This is an optimization exercise on Yosys and OpenROAD, whose aim is small area, not a production implementation.
In this exercise RTL edits were held to simulation tests only and were not proved equivalent to the original.
Power is estimated from default activity; no workload was simulated.

## flow/design.v (module list and top-level ports; edited modules follow where they fit)
// module profir: 95 lines
// module profir_mac: 786 lines
// module profir_fa: 4 lines
// module profir_ha: 4 lines
// module profir_pp: 3 lines
module profir(
	input 			clock,
	input 			reset,
	input signed  [15:0] 	datain,
	input			din_enable,
	output         [5:0] 	coeffaddress,
	input signed  [35:0]	coeff0,
	input signed  [35:0]	coeff1,
	input signed  [35:0]	coeff2,
	input signed  [35:0]	coeff3,
	input signed  [35:0]	coeff4,
	input signed  [35:0]	coeff5,
	input signed  [35:0]	coeff6,
	input signed  [35:0]	coeff7,
	output signed [15:0]  dataout0,
	output signed [15:0]  dataout1,
	output signed [15:0]  dataout2,
	output signed [15:0]  dataout3,
	output signed [15:0]  dataout4,
	output signed [15:0]  dataout5,
	output signed [15:0]  dataout6,
	output signed [15:0]  dataout7
);
  // ...
==> flow/flow/run.sh <==
#!/bin/bash
# The standard layout (the standard.sh, which runs the standard synthesis and
# ORFS to the final layout) with two changes to how it is built:
#  - the port buffers that placement inserts are the smallest buffer cell;
#  - clock tree synthesis clusters more registers per leaf buffer and inserts no
#    dummy loads.
# ORFS writes each step's full log under orfs/logs; make's own output goes to
# flow_make.log here.
set -euo pipefail
cd "$(dirname "$0")/.."
export BUFFER_PORTS_ARGS="-buffer_cell sky130_fd_sc_hd__buf_1"
export CTS_ARGS="-sink_clustering_enable -repair_clock_nets -dont_use_dummy_load -sink_clustering_size 30 -sink_clustering_max_diameter 80 -buf_list {sky130_fd_sc_hd__clkbuf_8 sky130_fd_sc_hd__clkbuf_16}"
bash standard.sh > flow_make.log 2>&1
==> flow/standard.sh <==
#!/bin/bash
# synth_recipe.tcl (not shown) runs the flow's synth.tcl, then flattens the netlist and writes it again
# the make line also repeats each setting of config.mk as NAME=value (left out here)
make -C /OpenROAD-flow-scripts/flow DESIGN_CONFIG=/design/flow/config.mk WORK_HOME=/design/flow/orfs CLKGATE_MAP_FILE= SYNTH_SCRIPT=/design/flow/synth_recipe.tcl "${@:-finish}"
==> flow/config.mk <==
export PLATFORM = sky130hd
export DESIGN_NAME = profir
export DESIGN_NICKNAME = profir
export VERILOG_FILES = /design/flow/design.v
export SDC_FILE = /design/flow/constraint.sdc
export NUM_CORES = 4
export LEC_CHECK = 0
export CAP_MARGIN = 20
export CELL_PAD_IN_SITES_DETAIL_PLACEMENT = 1
export CELL_PAD_IN_SITES_GLOBAL_PLACEMENT = 1
export CORE_MARGIN = 2
export CORE_UTILIZATION = 40
export PLACE_DENSITY = 0.5
export SLEW_MARGIN = 20
export SYNTH_HIERARCHICAL = 1
export SYNTH_MINIMUM_KEEP_SIZE = 0
==> flow/constraint.sdc <==
create_clock -name core_clock -period 13.0 [get_ports {clock}]
set_input_delay 2.6000 -clock core_clock [delete_from_list [all_inputs] [get_ports {clock}]]
set_output_delay 2.6000 -clock core_clock [all_outputs]
set_load 0.01 [all_outputs]
==> run summary, run 1 <==
- Status: no timing/DRC/antenna violations
- Multi-input gate share of total cell area: 44.04%
- Maximum clock path buffer count: 3
- TritonRoute pass-1 iters: 17
- Multi-input gate area: 50030 sq um
- GRT Total Usage: 24.23%
- Slew at the pin closest to its max-slew limit: 1.080 ns
- Top Consumer: combinational logic
- TAP cells: 3330
- Top Metal Used: met5
- CP bufs+invs: 7
- Initial antenna violation count: 17
- CTS Root Cell: clkbuf_16
- Switching power total: 8.276 mW
- Net Sw Frac: 36.85%
- Initial core utilization: 40.30%
- Die Y: 505 um
- Cell taking the most area after synthesis: dfxtp_1
- P_int: 14.18 mW
- Buffering overhead: 5.670%
- MaxCap Viol Count: 0
- R2r setup slk: 1.40 ns
- Comb pwr share: 46.0%
- Final setup viols: 0
- Crit path DAT: 13.42 ns
- Critical Path Fanout Max: 93
- Synth Area per Inst: 13.60 sq um
- CTS H-tree lvls: 4
- Final setup margin: 0.2687 ns
- Clk slew on worst S/H paths: 0.10 ns
- Critical path class: in -> reg
==> run 2: changes to the inputs <==
--- a/flow/design.v
+++ b/flow/design.v
@@ -107,6 +107,5 @@
 	wire e2_0 = c[1] & ~c[0];
 	wire e3_0 = c[1] & c[0];
-	wire pn0_0;
-	profir_pp pp0_0(.e1(e1_0), .e2(e2_0), .e3(e3_0), .a(m1[0]), .b(m2[0]), .c(m3[0]), .y(pn0_0));
+	wire pn0_0 = ~(c[0] & m1[0]);
 	wire pn0_1;
 	profir_pp pp0_1(.e1(e1_0), .e2(e2_0), .e3(e3_0), .a(m1[1]), .b(m2[1]), .c(m3[1]), .y(pn0_1));
@@ -146,6 +145,5 @@
 	wire e2_1 = c[3] & ~c[2];
 	wire e3_1 = c[3] & c[2];
-	wire pn1_0;
-	profir_pp pp1_0(.e1(e1_1), .e2(e2_1), .e3(e3_1), .a(m1[0]), .b(m2[0]), .c(m3[0]), .y(pn1_0));
+	wire pn1_0 = ~(c[2] & m1[0]);
 	wire pn1_1;
 	profir_pp pp1_1(.e1(e1_1), .e2(e2_1), .e3(e3_1), .a(m1[1]), .b(m2[1]), .c(m3[1]), .y(pn1_1));
@@ -185,6 +183,5 @@
 	wire e2_2 = c[5] & ~c[4];
 	wire e3_2 = c[5] & c[4];
-	wire pn2_0;
-	profir_pp pp2_0(.e1(e1_2), .e2(e2_2), .e3(e3_2), .a(m1[0]), .b(m2[0]), .c(m3[0]), .y(pn2_0));
+	wire pn2_0 = ~(c[4] & m1[0]);
 	wire pn2_1;
 	profir_pp pp2_1(.e1(e1_2), .e2(e2_2), .e3(e3_2), .a(m1[1]), .b(m2[1]), .c(m3[1]), .y(pn2_1));
@@ -224,6 +221,5 @@
 	wire e2_3 = c[7] & ~c[6];
 	wire e3_3 = c[7] & c[6];
-	wire pn3_0;
-	profir_pp pp3_0(.e1(e1_3), .e2(e2_3), .e3(e3_3), .a(m1[0]), .b(m2[0]), .c(m3[0]), .y(pn3_0));
+	wire pn3_0 = ~(c[6] & m1[0]);
 	wire pn3_1;
 	profir_pp pp3_1(.e1(e1_3), .e2(e2_3), .e3(e3_3), .a(m1[1]), .b(m2[1]), .c(m3[1]), .y(pn3_1));
@@ -263,6 +259,5 @@
 	wire e2_4 = c[9] & ~c[8];
 	wire e3_4 = c[9] & c[8];
-	wire pn4_0;
-	profir_pp pp4_0(.e1(e1_4), .e2(e2_4), .e3(e3_4), .a(m1[0]), .b(m2[0]), .c(m3[0]), .y(pn4_0));
+	wire pn4_0 = ~(c[8] & m1[0]);
 	wire pn4_1;
 	profir_pp pp4_1(.e1(e1_4), .e2(e2_4), .e3(e3_4), .a(m1[1]), .b(m2[1]), .c(m3[1]), .y(pn4_1));
@@ -302,6 +297,5 @@
 	wire e2_5 = c[11] & ~c[10];
 	wire e3_5 = c[11] & c[10];
-	wire pn5_0;
-	profir_pp pp5_0(.e1(e1_5), .e2(e2_5), .e3(e3_5), .a(m1[0]), .b(m2[0]), .c(m3[0]), .y(pn5_0));
+	wire pn5_0 = ~(c[10] & m1[0]);
 	wire pn5_1;
 	profir_pp pp5_1(.e1(e1_5), .e2(e2_5), .e3(e3_5), .a(m1[1]), .b(m2[1]), .c(m3[1]), .y(pn5_1));
@@ -341,6 +335,5 @@
 	wire e2_6 = c[13] & ~c[12];
 	wire e3_6 = c[13] & c[12];
-	wire pn6_0;
-	profir_pp pp6_0(.e1(e1_6), .e2(e2_6), .e3(e3_6), .a(m1[0]), .b(m2[0]), .c(m3[0]), .y(pn6_0));
+	wire pn6_0 = ~(c[12] & m1[0]);
 	wire pn6_1;
 	profir_pp pp6_1(.e1(e1_6), .e2(e2_6), .e3(e3_6), .a(m1[1]), .b(m2[1]), .c(m3[1]), .y(pn6_1));
@@ -380,6 +373,5 @@
 	wire e2_7 = c[15] & ~c[14];
 	wire e3_7 = c[15] & c[14];
-	wire pn7_0;
-	profir_pp pp7_0(.e1(e1_7), .e2(e2_7), .e3(e3_7), .a(m1[0]), .b(m2[0]), .c(m3[0]), .y(pn7_0));
+	wire pn7_0 = ~(c[14] & m1[0]);
 	wire pn7_1;
 	profir_pp pp7_1(.e1(e1_7), .e2(e2_7), .e3(e3_7), .a(m1[1]), .b(m2[1]), .c(m3[1]), .y(pn7_1));
--- a/flow/flow/run.sh
+++ b/flow/flow/run.sh
@@ -10,4 +10,4 @@
 cd "$(dirname "$0")/.."
 export BUFFER_PORTS_ARGS="-buffer_cell sky130_fd_sc_hd__buf_1"
-export CTS_ARGS="-sink_clustering_enable -repair_clock_nets -dont_use_dummy_load -sink_clustering_size 30 -sink_clustering_max_diameter 80 -buf_list {sky130_fd_sc_hd__clkbuf_8 sky130_fd_sc_hd__clkbuf_16}"
+export CTS_ARGS="-sink_clustering_enable -repair_clock_nets -dont_use_dummy_load -sink_clustering_size 20 -sink_clustering_max_diameter 60 -buf_list {sky130_fd_sc_hd__clkbuf_8}"
 bash standard.sh > flow_make.log 2>&1
==> run 2 against run 1 <==
  * Core utilization shrank 0.65 points
  * Non-clock buffer count shrank 27
  * Still clean on timing, DRC and antenna
  * Design area shrank 1.6%
  * Global-route usage is essentially flat
  * Register-to-register slack lost 0.27 ns
  * Critical path depth grew 4
  * Fmax grew 0.21%
  * Area after synthesis shrank 0.40%
  * Setup slack gained 0.027 ns
  * Routed wire length shrank 0.22%
  * Sequential power shrank 0.6%
  * Critical path type unchanged
  * Highest routed layer unchanged
==> run summary, run 2 <==
- Dpl cell area: 109300 sq um
- Slew headroom: 32.21%
- Share of cells above drive strength 1: 14.15%
- Final Hold Vio Count: 0
- Total power density per cell area: 192.9 nW/um^2
- Chip Width: 504.0 um
- Critical path class: in -> reg
- Wirelength, routed: 311.0 mm
- Max reg flops: 2048
- CTS Root Cell: clkbuf_8
- Final setup viols: 0 (unchanged)
- Hold Path Class: reg -> reg
- Final hold slack: 0.2479 ns
- Clk slew on worst S/H paths: 0.11 ns (about the same)
- Input/output buffers: 440
- MaxCap Viol Count: 0 (unchanged)
- CP Capture Type: register
- Worst flop-to-flop path endpoint: acc5[30]$_DFF_P_
- Most frequent cells in the layout: dfxtp_1, fa_1, a222oi_1
- Final nets: 9993
- Core ar.: 248700 sq um
- Hold buffer count at CTS: 0
- Initial core utilization: 40.21% (-0.088 points)
- Fmax: 0.07871 GHz
- Maximum clock path buffer count: 3 (unchanged)
- Final cell count without fillers: 11543
- Vias: 66112
- Remaining antenna violation count: 0
- Die ar.: 254000 sq um
- Placement Rows: 183
- Initial antenna violation count: 10 (-7)
- Latest clock arrival within the worst-skew pair: 0.97 ns
- Comb pwr share: 47.1% (+1.1 points)
- Mapped Area: 100000 sq um
- Synth Area per Inst: 13.59 sq um (about the same)
- Die Y: 504.0 um (-0.20%)
- Fin crit period: 12.70 ns
- P_int: 13.40 mW (-5.5%)
- Clock Skew: 0.1256 ns
- Fillers: 25486
- Hold Path Depth: 0
- Unrepaired setup endpoints after global routing: false
- TritonRoute pass-1 iters: 15 (-2)
- Worst vdd ir: 0.1774 mV
- Mapped Cells: 7356
- Period utilization: 97.72%
- Clock share of power: 15.3%
- Routed len/inst: 26.94 um
- Drt drc: 0
- Final Util: 44.94%
- Reg-to-reg startpoint: tapidx[2]$_SDFF_PP0_
- WP data required: 13.84 ns
- Crit path DAT: 13.54 ns (+0.12 ns)
- Clock buffer count from CTS: 173
- Final Slew Violations: 0
- Post-cts resize count: 0
- Register share of total power: 37.6%
- Final Power: 21.56 mW
- Final Cell Area: 111800 sq um
- Startpoint types: input pin
- Status: no timing/DRC/antenna violations
- Largest Register: ring
- Slew at the pin closest to its max-slew limit: 1.012 ns (-0.06770 ns)
- CTS H-tree lvls: 4 (unchanged)
- Largest net degree at the start of global routing: 154
- Layout area overhead: 11.76%
- Global-route wire length before repair: 468.9 mm
- Cell total after placement: 11361
- Most used cell, CP: fa_2
- Net Sw Frac: 37.85% (+1.0 points)
- R2r setup slk: 1.13 ns (-0.27 ns)
- Critical path's largest stage delay: 0.58 ns
- Vias/cell: 5.727
- Vias in the first global route: 71168
- GRT Residual Overflow: 0
- Routability cong.: 0.8587
- Crit path launch: din_enable
- Drt first-iter violations: 11448
- Switching power total: 8.160 mW (-1.4%)
- Warning count from the yosys run: 8
- Hold_sp: ring[85][1]$_DFF_P_
- GRT Total Usage: 24.27% (+0.034 points)
- TritonCTS clock tree: done
- Worst Reg-to-Reg Cells: 42
- IO Pins: 441
- Most common cell after layout, fill and taps aside: dfxtp_1
- Hold EP: ring[86][1]$_DFF_P_
- Critical Path Fanout Max: 5 (-95%)
- Slowest CP cell: fa_2
- P_leak: 38.57 nW
- HPWL after DPL: 216.1 mm
- Clk sink count: 2342
==> run 2: final cells by class <==
cell class                 instances  area, sq um  area share [%]
multi-input combinational       4003        49410           44.22
antenna                            8        20.02         0.01791
clock buffer                     173         2381           2.131
inverter                         705         2665           2.385
timing repair buffer             982         6225           5.570
sequential                      2342        46890           41.95
tap                             3330         4167           3.728
==> run 2: how the worst max path moves through the flow <==
stage | slack [ns] | endpoint | cells past startpoint
floorplan | -2.28 | acc0[30]$_DFF_P_ | 44
global placement | -0.64 | acc5[30]$_DFF_P_ | 41
detailed placement | -0.76 | acc5[30]$_DFF_P_ | 41
CTS | 0.26 | acc5[30]$_DFF_P_ | 41
global route | 0.004 | acc2[30]$_DFF_P_ | 41
finish | 0.30 | acc5[30]$_DFF_P_ | 41
==> run 2: power by group through the flow <==
stage,Combinational [mW],Clock [mW],Sequential [mW]
after detailed placement,10.3,0,8.26
after floorplan,7.49,0,8.09
after global placement,10.0,0,8.27
final,10.2,3.30,8.10
after CTS,10.4,3.52,8.11
after global routing,11.7,3.78,8.15
==> run 2: repair_timing <==
action | 4_1_cts | 5_1_grt
setup endpoints to repair | 0 | 8
buffers inserted | 0 | 1
endpoints found under the hold margin | 0 | 0
==> run 2: stage by stage <==
stage | setup TNS (ns) | setup slack, ns
final | 0 | 0.2958
after global routing | 0 | 0.003714
after CTS | 0 | 0.2626
after detailed placement | -36.83 | -0.7614
after global placement | -29.33 | -0.6418
after floorplan | -204.64 | -2.281
==> run 2: critical path: cells and delay by family <==
kind / cells / cell delay (ns)
adders and majority gates: 25 / 8.32
buffers and inverters: 7 / 0.82
muxes: 1 / 0.18
AOI/OAI and AO/OA: 1 / 0.30
and+or+nand+nor: 6 / 1.15
xor gates and xnor gates: 1 / 0.15
==> run 2: metal layers <==
layer  share of wire [%]  track usage (%)
met1                  42            33.47
met2                  46            38.36
met3                 8.7            4.594
met4                 3.3            8.087
met5              0.0051                0
==> module profir, before the edit <==
module profir(
	input 			clock,
	input 			reset,
	input signed  [15:0] 	datain,
	input			din_enable,
	output         [5:0] 	coeffaddress,
	input signed  [35:0]	coeff0,
	input signed  [35:0]	coeff1,
	input signed  [35:0]	coeff2,
	input signed  [35:0]	coeff3,
	input signed  [35:0]	coeff4,
	input signed  [35:0]	coeff5,
	input signed  [35:0]	coeff6,
	input signed  [35:0]	coeff7,
	output signed [15:0]  dataout0,
	output signed [15:0]  dataout1,
	output signed [15:0]  dataout2,
	output signed [15:0]  dataout3,
	output signed [15:0]  dataout4,
	output signed [15:0]  dataout5,
	output signed [15:0]  dataout6,
	output signed [15:0]  dataout7
);
reg [15:0] ring [0:127];
reg [15:0] newx;
reg [6:0] tapidx;
reg [7:0] nvalid;
reg [6:0] remain;
reg [31:0] acc0, acc1, acc2, acc3, acc4, acc5, acc6, acc7;
wire [6:0] j = tapidx + {6'd0, din_enable};
wire t127 = (tapidx == 7'd127);
wire t0 = (tapidx == 7'd0);
wire jzero = din_enable ? t127 : t0;
wire [15:0] xnew = din_enable ? datain : newx;
wire [15:0] xm = jzero ? xnew : ring[127];
wire older = ({1'b0, tapidx} < nvalid);
wire use_x = din_enable ? (older | t127) : (older & (remain != 7'd0));
wire [15:0] x = use_x ? xm : 16'd0;
wire busy_next = din_enable | (remain > 7'd1);
wire [6:0] jm1 = j - 7'd1;
wire [6:0] jnext = busy_next ? jm1 : j;
assign coeffaddress = jnext[6:1];
wire hi = j[0];
wire keep = ~din_enable;
wire [17:0] m1 = {{2{x[15]}}, x};
wire [17:0] m2 = {x[15], x, 1'b0};
wire [17:0] m3 = m1 + m2;
wire [31:0] s0, s1, s2, s3, s4, s5, s6, s7;
profir_mac mac0(.x(x), .m1(m1), .m2(m2), .m3(m3), .c(hi ? coeff0[35:18] : coeff0[17:0]), .a({~(acc0[31:8] & {24{keep}}), acc0[7:0] | {8{~keep}}}), .y(s0));
profir_mac mac1(.x(x), .m1(m1), .m2(m2), .m3(m3), .c(hi ? coeff1[35:18] : coeff1[17:0]), .a({~(acc1[31:8] & {24{keep}}), acc1[7:0] | {8{~keep}}}), .y(s1));
profir_mac mac2(.x(x), .m1(m1), .m2(m2), .m3(m3), .c(hi ? coeff2[35:18] : coeff2[17:0]), .a({~(acc2[31:8] & {24{keep}}), acc2[7:0] | {8{~keep}}}), .y(s2));
profir_mac mac3(.x(x), .m1(m1), .m2(m2), .m3(m3), .c(hi ? coeff3[35:18] : coeff3[17:0]), .a({~(acc3[31:8] & {24{keep}}), acc3[7:0] | {8{~keep}}}), .y(s3));
profir_mac mac4(.x(x), .m1(m1), .m2(m2), .m3(m3), .c(hi ? coeff4[35:18] : coeff4[17:0]), .a({~(acc4[31:8] & {24{keep}}), acc4[7:0] | {8{~keep}}}), .y(s4));
profir_mac mac5(.x(x), .m1(m1), .m2(m2), .m3(m3), .c(hi ? coeff5[35:18] : coeff5[17:0]), .a({~(acc5[31:8] & {24{keep}}), acc5[7:0] | {8{~keep}}}), .y(s5));
profir_mac mac6(.x(x), .m1(m1), .m2(m2), .m3(m3), .c(hi ? coeff6[35:18] : coeff6[17:0]), .a({~(acc6[31:8] & {24{keep}}), acc6[7:0] | {8{~keep}}}), .y(s6));
profir_mac mac7(.x(x), .m1(m1), .m2(m2), .m3(m3), .c(hi ? coeff7[35:18] : coeff7[17:0]), .a({~(acc7[31:8] & {24{keep}}), acc7[7:0] | {8{~keep}}}), .y(s7));
integer i;
always @(posedge clock)
begin
	for (i = 127; i > 0; i = i - 1)
		ring[i] <= ring[i-1];
	ring[0] <= xm;
	if (din_enable)
		newx <= datain;
	acc0 <= s0;
	acc1 <= s1;
	acc2 <= s2;
	acc3 <= s3;
	acc4 <= s4;
	acc5 <= s5;
	acc6 <= s6;
	acc7 <= s7;
	if (reset) begin
		tapidx <= 7'd64;
		nvalid <= 8'd0;
		remain <= 7'd0;
	end else begin
		tapidx <= jm1;
		if (din_enable) begin
			if (!nvalid[7])
				nvalid <= nvalid + 8'd1;
			remain <= 7'd127;
		end else if (remain != 7'd0)
			remain <= remain - 7'd1;
	end
end
assign dataout0 = acc0[31:16];
assign dataout1 = acc1[31:16];
assign dataout2 = acc2[31:16];
assign dataout3 = acc3[31:16];
assign dataout4 = acc4[31:16];
assign dataout5 = acc5[31:16];
assign dataout6 = acc6[31:16];
assign dataout7 = acc7[31:16];
endmodule
==> run 3: changes to the inputs <==
--- a/flow/design.v
+++ b/flow/design.v
@@ -32,9 +32,10 @@
 wire t127 = (tapidx == 7'd127);
 wire t0 = (tapidx == 7'd0);
+wire busy = (remain != 7'd0);
 wire jzero = din_enable ? t127 : t0;
 wire [15:0] xnew = din_enable ? datain : newx;
 wire [15:0] xm = jzero ? xnew : ring[127];
 wire older = ({1'b0, tapidx} < nvalid);
-wire use_x = din_enable ? (older | t127) : (older & (remain != 7'd0));
+wire use_x = din_enable ? (older | t127) : (older & busy);
 wire [15:0] x = use_x ? xm : 16'd0;
 wire busy_next = din_enable | (remain > 7'd1);
@@ -42,5 +43,5 @@
 wire [6:0] jnext = busy_next ? jm1 : j;
 assign coeffaddress = jnext[6:1];
-wire hi = j[0];
+wire hi = tapidx[0] ^ ~busy;
 wire keep = ~din_enable;
 wire [17:0] m1 = {{2{x[15]}}, x};
==> run 3 against run 2 <==
  * Power down 17%
  * Fmax about the same
  * Cell count down 0.92%
  * Via count up 0.22%
  * Clock-buffer cell count unchanged
  * Clock power about the same
  * Design area down 0.60%
  * Core utilization down 0.23 points
==> run summary, run 3 <==
- Initial core utilization: 40.21% (about the same)
- GRT Total Usage: 24.84% (+0.58 points)
- CP endpoint: acc2[30]$_DFF_P_
- Latest clock arrival within the worst-skew pair: 1.00 ns (+0.03 ns)
- Mapped Area: 99900 sq um (about the same)
- Drt first-iter violations: 11579 (+1.1%)
- CTS H-tree lvls: 4 (unchanged)
- Synth Area per Inst: 13.63 sq um (+0.27%)
- Die Y: 503.7 um (about the same)
- CTS Root Cell: clkbuf_8
- Global-route wire length before repair: 476.8 mm (+1.7%)
- Hold Path Class: reg -> reg
- Fin crit period: 12.71 ns (+0.005188 ns)
- Largest net degree at the start of global routing: 194 (+26%)
- Routed len/inst: 27.76 um (+3.0%)
- MaxCap Viol Count: 0 (unchanged)
- Max reg flops: 2048 (unchanged)
- Hold buffer count at CTS: 0 (unchanged)
- Final setup viols: 0 (unchanged)
- Routability cong.: 0.8581 (about the same)
- Dpl cell area: 108500 sq um (-0.74%)
- Vias in the first global route: 71603 (+0.61%)
- Final nets: 9878 (-1.2%)
- Crit path launch: din_enable
- Vias/cell: 5.793 (+1.1%)
- Clock buffer count from CTS: 173 (unchanged)
- P_leak: 38.08 nW (-1.3%)
- Final Hold Vio Count: 0 (unchanged)
- Crit path DAT: 13.54 ns (about the same)
- Slew headroom: 22.92% (-9.3 points)
- Multi-input gate area: 49410 sq um (about the same)
- CP Capture Type: register
- Critical path's largest stage delay: 0.54 ns (-0.04 ns)
- Largest Register: ring
- Worst Reg-to-Reg Cells: 37 (-12%)
- Status: no timing/DRC/antenna violations
- Vias: 66257 (+0.22%)
- Most used cell, CP: fa_2
- Warning count from the yosys run: 8 (unchanged)
- Placement Rows: 183 (unchanged)
- Wirelength, routed: 317.5 mm (+2.1%)
- Die ar.: 253800 sq um (about the same)
- Critical path class: in -> reg
- Remaining antenna violation count: 0 (unchanged)
- Startpoint types: input pin
- Core ar.: 248400 sq um (about the same)
- Final Cell Area: 111100 sq um (-0.60%)
- R2r setup slk: 1.04 ns (-0.09 ns)
- Critical Path Fanout Max: 23 (+18)
- HPWL after DPL: 217.9 mm (+0.83%)
- Layout area overhead: 11.20%
- Slowest CP cell: xnor2_4
- Chip Width: 503.7 um (about the same)
- Most common cell after layout, fill and taps aside: dfxtp_1
- Fillers: 25450 (-0.14%)
- Worst flop-to-flop path endpoint: acc2[30]$_DFF_P_
- GRT Residual Overflow: 0 (unchanged)
- Maximum clock path buffer count: 3 (unchanged)
- Total power density per cell area: 161.6 nW/um^2 (-16%)
- Share of cells above drive strength 1: 13.44% (-0.71 points)
- Clk slew on worst S/H paths: 0.11 ns (about the same)
- WP data required: 13.83 ns (about the same)
- Fmax: 0.07868 GHz (about the same)
- Drt drc: 0 (unchanged)
- Reg-to-reg startpoint: tapidx[5]$_SDFF_PP0_
- Final Slew Violations: 0 (unchanged)
- Most frequent cells in the layout: dfxtp_1, fa_1, a222oi_1
- Reg area: 46890 sq um (unchanged)
- Worst vdd ir: 0.1666 mV (-6.1%)
- TritonRoute pass-1 iters: 14 (-1)
- Clk sink count: 2342 (unchanged)
- Clock Skew: 0.1575 ns (+0.03184 ns)
- Initial antenna violation count: 23 (+13)
- Input/output buffers: 440 (unchanged)
- Slew at the pin closest to its max-slew limit: 1.153 ns (+0.1412 ns)
- Final Util: 44.71% (-0.23 points)
- Period utilization: 97.76% (about the same)
- IO Pins: 441 (unchanged)
- TritonCTS clock tree: done
- Mapped Cells: 7329 (-0.37%)
[run 3: worst min-delay path by stage]
stage,start,to,depth (start not counted)
after CTS,ring[5][14]$_DFF_P_,ring[6][14]$_DFF_P_,0
after detailed placement,ring[100][12]$_DFF_P_,ring[101][12]$_DFF_P_,0
final,ring[5][14]$_DFF_P_,ring[6][14]$_DFF_P_,0
after global routing,ring[5][14]$_DFF_P_,ring[6][14]$_DFF_P_,0
after floorplan,ring[99][0]$_DFF_P_,ring[100][0]$_DFF_P_,0
after global placement,ring[78][15]$_DFF_P_,ring[79][15]$_DFF_P_,0
[run 3: critical path, delay by kind of cell]
family          cells  cell delay (ns)
simple gates        4             0.73
xor+xnor            2             0.72
buf+inv             6             1.15
mux                 2             0.65
compound gates      7             1.47
fa+ha+maj          18             6.21
[run 3: final cells by class]
type / count / area share (%)
multi-input cells: 3983 / 44.48
clock buffers: 173 / 2.143
repair buffers: 888 / 4.986
flip-flops and latches: 2342 / 42.21
diodes: 17 / 0.03830
inverters: 704 / 2.392
well taps: 3330 / 3.751
[run 3: metal layers]
layer  vias to the layer above  global-route usage, %  part of all wire, %
li1                      27994                      -                    -
met1                     33955                  34.23                   42
met2                      3690                  38.81                   45
met3                       618                  5.174                  9.3
met4                         0                  8.568                  3.3
met5                         -                      0                    0
[run 3: stage by stage]
stage / instances / power (mW) / hold slack (ns) / setup TNS [ns] / setup slack (ns)
after floorplan: 7329 / 12.90 / 0.3096 / -224.09 / -2.426
after detailed placement: 11241 / 14.88 / 0.3132 / -53.18 / -0.8778
after CTS: 11414 / 18.31 / 0.1785 / 0 / 0.1214
after global routing: 11430 / 19.35 / 0.1826 / -0.0004903 / -0.0004903
final: 11437 / 17.95 / 0.2021 / 0 / 0.2906
after global placement: 11240 / 14.71 / 0.3096 / -45.65 / -0.7908
[run 3: where the power goes]
| part | internal (mW) | total, mW | switching (mW) |
|---|---|---|---|
| Clock | 1.18 | 3.30 | 2.12 |
| Sequential | 7.68 | 7.96 | 0.289 |
| Combinational | 2.79 | 6.68 | 3.89 |
| Total | 11.7 | 17.9 | 6.29 |
[run 3: what timing repair did]
action	4_1_cts	5_1_grt
setup buffers	0	6
endpoints found under the setup margin	0	62
gates resized for setup	0	11

afterwards: timing with drivers on the ports:
How much do the figures lean on ideal ports? The routed layouts below were timed once more, with nothing changed but the port constraints. Step 1, drivers: a clkbuf_16 drives clock and a buf_2 each remaining input, both assumed. Step 2 times the ports against the registers' clock, not the clock port: input delays grow and output delays shrink by t, the midpoint of the rising clock arrivals with the driver on. a / b / c = ideal / step 1 / step 2; a / b = the first two.
| run | t (ns) | slack for setup (ns) | hold WS [ns] | latest minus earliest clock arrival (ns) |
|---|---|---|---|---|
| run 1 | 0.837 | 0.269 / 0.252 / -0.585 | 0.218 / 0.218 / 0.218 | 0.131 / 0.131 |
| run 2 | 1.025 | 0.296 / 0.327 / -0.698 | 0.248 / 0.248 / 0.248 | 0.170 / 0.170 |
| run 3 | 1.040 | 0.291 / 0.295 / -0.746 | 0.202 / 0.202 / 0.202 | 0.216 / 0.215 |
With both steps, setup timing fails in every run listed, where it was met with ideal ports. The setup slack of run 3, which loses most, moves by +0.004 ns with the drivers and by -1.037 ns with both steps.
